Source: an optimization exercise on an open RTL-to-GDS flow (aim: small area, a short achievable clock period and few clock cycles per item). Production flows keep margins and buffers that such runs may drop. Function was checked by simulation only, so behaviour that the tests miss may differ from the original.

run 1:
==> flow/design.v (excerpt) <==
module Divider_Modulo (clk , reset, mode, valid_in, divisor, dividend, result, valid_out);
Size in the first run: ~310 flip-flops, roughly 85 I/O pins.
export LEC_CHECK = 0
export CAP_MARGIN = 20
export CORE_MARGIN = 2
export CORE_UTILIZATION = 40
export CTS_CLUSTER_DIAMETER = 100
export CTS_CLUSTER_SIZE = 25
export GPL_TIMING_DRIVEN = 0
export SLEW_MARGIN = 20
create_clock -name core_clock -period 25.0 [get_ports {clk}]
standard.sh (not shown) runs the stock make flow with config.mk's settings and CLKGATE_MAP_FILE= SYNTH_SCRIPT=/design/flow/synth_recipe.tcl, a recipe that flattens the netlist after the stock synthesis.
==> flow/flow/run.sh <==
#!/bin/bash
# The standard layout (the standard.sh, with flow/config.mk's settings)
# with these changes:
#  - no full/half-adder cell extraction (ADDER_MAP_FILE empty), so ABC maps
#    the adders' logic freely;
#  - ports are buffered by flow/buffer_ports.tcl (buf_1 on inputs, buf_2 on
#    outputs) instead of with the buffer buffer_ports picks;
#  - after placement repair, flow/size_crit.tcl upsizes gates on the worst
#    register-to-register paths (before detailed placement legalizes them).
# Each step's full log is under orfs/logs/; make's own output goes to
# make_finish.log.
set -euo pipefail
export FLOW_SYNTH_TCL="$PWD/synth_recipe.tcl"
export MY_ABC_SCRIPT="$PWD/flow/abc_map.script"
export SIZE_MAX_MOVES=80
export SIZE_MIN_GAIN=0.005
export SIZE_WINDOW=0.3
export SIZE_PATHS=3
export SIZE_ENDPOINTS=300
export SIZE_TARGET_SLACK=19.05
bash standard.sh "SYNTH_SCRIPT=$PWD/flow/synth_wrap.tcl" "ADDER_MAP_FILE=" \
  "DONT_BUFFER_PORTS=1" "PRE_GLOBAL_PLACE_TCL=$PWD/flow/buffer_ports.tcl" \
  "POST_RESIZE_TCL=$PWD/flow/size_crit.tcl" finish > make_finish.log 2>&1
==> flow/flow/abc_map.script <==
strash
dch -f
map -D 4000
topo
buffer -c
upsize -D 4000
dnsize -D 4000
stime -p
==> flow/flow/buffer_ports.tcl <==
# Buffer every port, as the standard flow's buffer_ports does, with fixed
# cells: buf_1 on the inputs (their paths have slack to spare) and buf_2 on
# the outputs (whose paths set the period).
buffer_ports -inputs -buffer_cell sky130_fd_sc_hd__buf_1
buffer_ports -outputs -buffer_cell sky130_fd_sc_hd__buf_2
==> flow/flow/size_crit.tcl <==
source $::env(PLATFORM_DIR)/setRC.tcl

proc sc_parse {cell} {
  if {[regexp {^(sky130_fd_sc_hd__[a-z0-9]+)_([0-9]+)$} $cell -> base size]} {
    return [list $base $size]
  }
  return {}
}

# next larger usable size of the same cell family, or ""
proc sc_next {base size} {
  set best ""
  set best_s 1000
  foreach lc [get_lib_cells -quiet */${base}_*] {
    if {[get_property $lc dont_use]} { continue }
    set n [get_name $lc]
    if {![regexp "^${base}_(\[0-9\]+)\$" $n -> s]} { continue }
    if {$s > $size && $s < $best_s} {
      set best $lc
      set best_s $s
    }
  }
  return $best
}

set ::regs [all_registers -edge_triggered]

proc r2r_paths {n} {
  return [find_timing_paths -from $::regs -to $::regs -sort_by_slack \
    -group_path_count $n -endpoint_path_count 1]
}

# summed shortfall below target t of the register endpoints (a resized
# gate's nets lose their estimated parasitics, so estimate again first)
proc shortfall {t} {
  estimate_parasitics -placement
  set sum 0.0
  foreach pe [r2r_paths $::env(SIZE_ENDPOINTS)] {
    set s [get_property $pe slack]
    if {$s >= $t} { break }
    set sum [expr {$sum + $t - $s}]
  }
  return $sum
}

set moves 0
estimate_parasitics -placement
puts "size_crit: start worst slack [get_property [lindex [r2r_paths 1] 0] slack]"
while {$moves < $::env(SIZE_MAX_MOVES)} {
  estimate_parasitics -placement
  set worst [r2r_paths $::env(SIZE_PATHS)]
  if {[get_property [lindex $worst 0] slack] >= $::env(SIZE_TARGET_SLACK)} { break }
  set t [expr {[get_property [lindex $worst 0] slack] + $::env(SIZE_WINDOW)}]
  # collect the gates first: resizing invalidates the path objects
  set insts {}
  foreach pe $worst {
    foreach pt [get_property $pe points] {
      set pin [get_property $pt pin]
      if {[get_property $pin direction] ne "output"} { continue }
      set inst [get_cells -quiet -of_objects $pin]
      if {[llength $inst] == 1 && [lsearch -exact $insts $inst] < 0} { lappend insts $inst }
    }
  }
  set base_cost [shortfall $t]
  set best_cost [expr {$base_cost - $::env(SIZE_MIN_GAIN)}]
  set best_inst ""
  set best_lc ""
  foreach inst $insts {
    set cell [get_property $inst ref_name]
    set bs [sc_parse $cell]
    if {$bs eq ""} { continue }
    lassign $bs base size
    if {[regexp {clkbuf|conb} $base]} { continue }
    set lc [sc_next $base $size]
    if {$lc eq ""} { continue }
    set old [get_lib_cells */$cell]
    replace_cell $inst $lc
    set cost [shortfall $t]
    replace_cell $inst $old
    if {$cost < $best_cost} {
      set best_cost $cost
      set best_inst $inst
      set best_lc $lc
    }
  }
  if {$best_inst eq ""} { break }
  replace_cell $best_inst $best_lc
  incr moves
}
estimate_parasitics -placement
puts "size_crit: $moves moves, worst slack [get_property [lindex [r2r_paths 1] 0] slack]"
Other scripts of this flow, unchanged in this note and not shown: flow/flow/synth_wrap.tcl
Testbench counts of run 1, summed over its fixed seeds: cycles 16,048, items 16,000.
Setup changes, run 1 to run 2
- CTS_CLUSTER_SIZE now 40, was 25
- CTS_CLUSTER_DIAMETER now 60, was 100
--- a/flow/flow/run.sh
+++ b/flow/flow/run.sh
@@ -20 +20 @@
-export SIZE_TARGET_SLACK=19.05
+export SIZE_TARGET_SLACK=19.3
==> results.txt <==
Run 2: no failed stages, no open violations at the end
Run 2 vs run 1, clock-cell share of area went up by 2.6 points.
Run 2 vs. run 1: post-route worst setup slack has decreased, number of clock-tree buffers in the layout increased 7, detailed-route wire length has increased, via count higher, met3 layer usage reported by global route higher.
Looking only at fraction of area in multi-input gates, and setting everything else aside, the higher value of run 2 and run 1 goes to run 1.
Relative to run 1, total iterations of the first detailed-routing run increased by 2 in run 2.
Between run 1 and run 2, worst hold slack across all endpoints decreased.
--- input diff run 2..run 3 ---
- CTS_CLUSTER_SIZE now 25, was 40
- CTS_CLUSTER_DIAMETER now 100, was 60
- CORE_UTILIZATION now 50, was 40
Notes after the runs:
Compared with run 2, in run 3 detailed-routing iteration count for the pre-antenna-repair pass shrank by 2; smallest hold slack grew by 0.031 ns.
[run 3] layout overhead on the synthesized area fell 3.6 points relative to run 2
Setup changes, run 3 to run 4
- changing CORE_UTILIZATION from 50 to 40
--- a/flow/flow/run.sh
+++ b/flow/flow/run.sh
@@ -6,2 +6 @@
-#  - ports are buffered by flow/buffer_ports.tcl (buf_1 on inputs, buf_2 on
-#    outputs) instead of with the buffer buffer_ports picks;
+#  - ports are buffered with buf_2 instead of the buffer buffer_ports picks;
@@ -9 +8 @@
-#    register-to-register paths (before detailed placement legalizes them).
+#    register-to-register path (before detailed placement legalizes them).
@@ -20 +18,0 @@
-export SIZE_TARGET_SLACK=19.3
@@ -22 +20 @@
-  "DONT_BUFFER_PORTS=1" "PRE_GLOBAL_PLACE_TCL=$PWD/flow/buffer_ports.tcl" \
+  "BUFFER_PORTS_ARGS=-buffer_cell sky130_fd_sc_hd__buf_2" \
--- a/flow/flow/abc_map.script
+++ b/flow/flow/abc_map.script
@@ -3 +3 @@
-map -D 4000
+amap
--- a/flow/flow/size_crit.tcl
+++ b/flow/flow/size_crit.tcl
@@ -52 +51,0 @@
-  if {[get_property [lindex $worst 0] slack] >= $::env(SIZE_TARGET_SLACK)} { break }
removed: flow/flow/buffer_ports.tcl
Area after synthesis (higher): run 3
[run 4] share of post-route cells with drive strength above 1 rose 3.3 points relative to run 3
Run 4 against run 3: worst setup skew after layout decreased 0.0058 ns; met2 layer usage reported by global route decreased 9.3 points; share of the core filled with cells decreased 9.4 points.
Critical-path cell with the highest stage delay = sky130_fd_sc_hd__dfrtp_1: run 3; critical-path cell with the highest stage delay = sky130_fd_sc_hd__a31oi_4: run 4
The footprint of the flip-flops and latches was comparable across run 4 and run 3.
Run 4 against run 3: via count down about 5%; number of fillers in the final layout up 572; synthesized instance count down 16%; slew at the pin closest to its max-slew limit down 0.020 ns.

-- port drivers added, routing unchanged --
No port has a modelled driver above. Below, the same layouts with a new extraction and two added sets of constraints. Step 1 (the two cells are an assumption about what drives the block):
set clk [get_ports {clk}]
set_driving_cell -lib_cell sky130_fd_sc_hd__clkbuf_16 $clk
set_driving_cell -lib_cell sky130_fd_sc_hd__buf_2 [delete_from_list [all_inputs] $clk]
Step 2 also shifts input and output timing later by t, the mid clock arrival at the registers, as if the neighbouring blocks saw the same clock. Three values: no drivers, after step 1, after step 2; two values: the first two.
run	shift t [ns]	setup WS [ns]	worst hold slack (ns)	worst data-port slew with drivers (ns)	cell pins on the clock port's net
run 1	0.576	18.975 / 18.917 / 19.043	0.310 / 0.310 / 0.310	0.06	1
run 2	0.628	18.932 / 18.874 / 19.191	0.297 / 0.297 / 0.297	0.05	1
run 3	0.579	18.978 / 18.923 / 19.179	0.328 / 0.328 / 0.328	0.07	1
run 4	0.586	18.300 / 18.300 / 18.300	0.319 / 0.319 / 0.319	0.04	1
After both steps setup and hold are still met in every run listed.
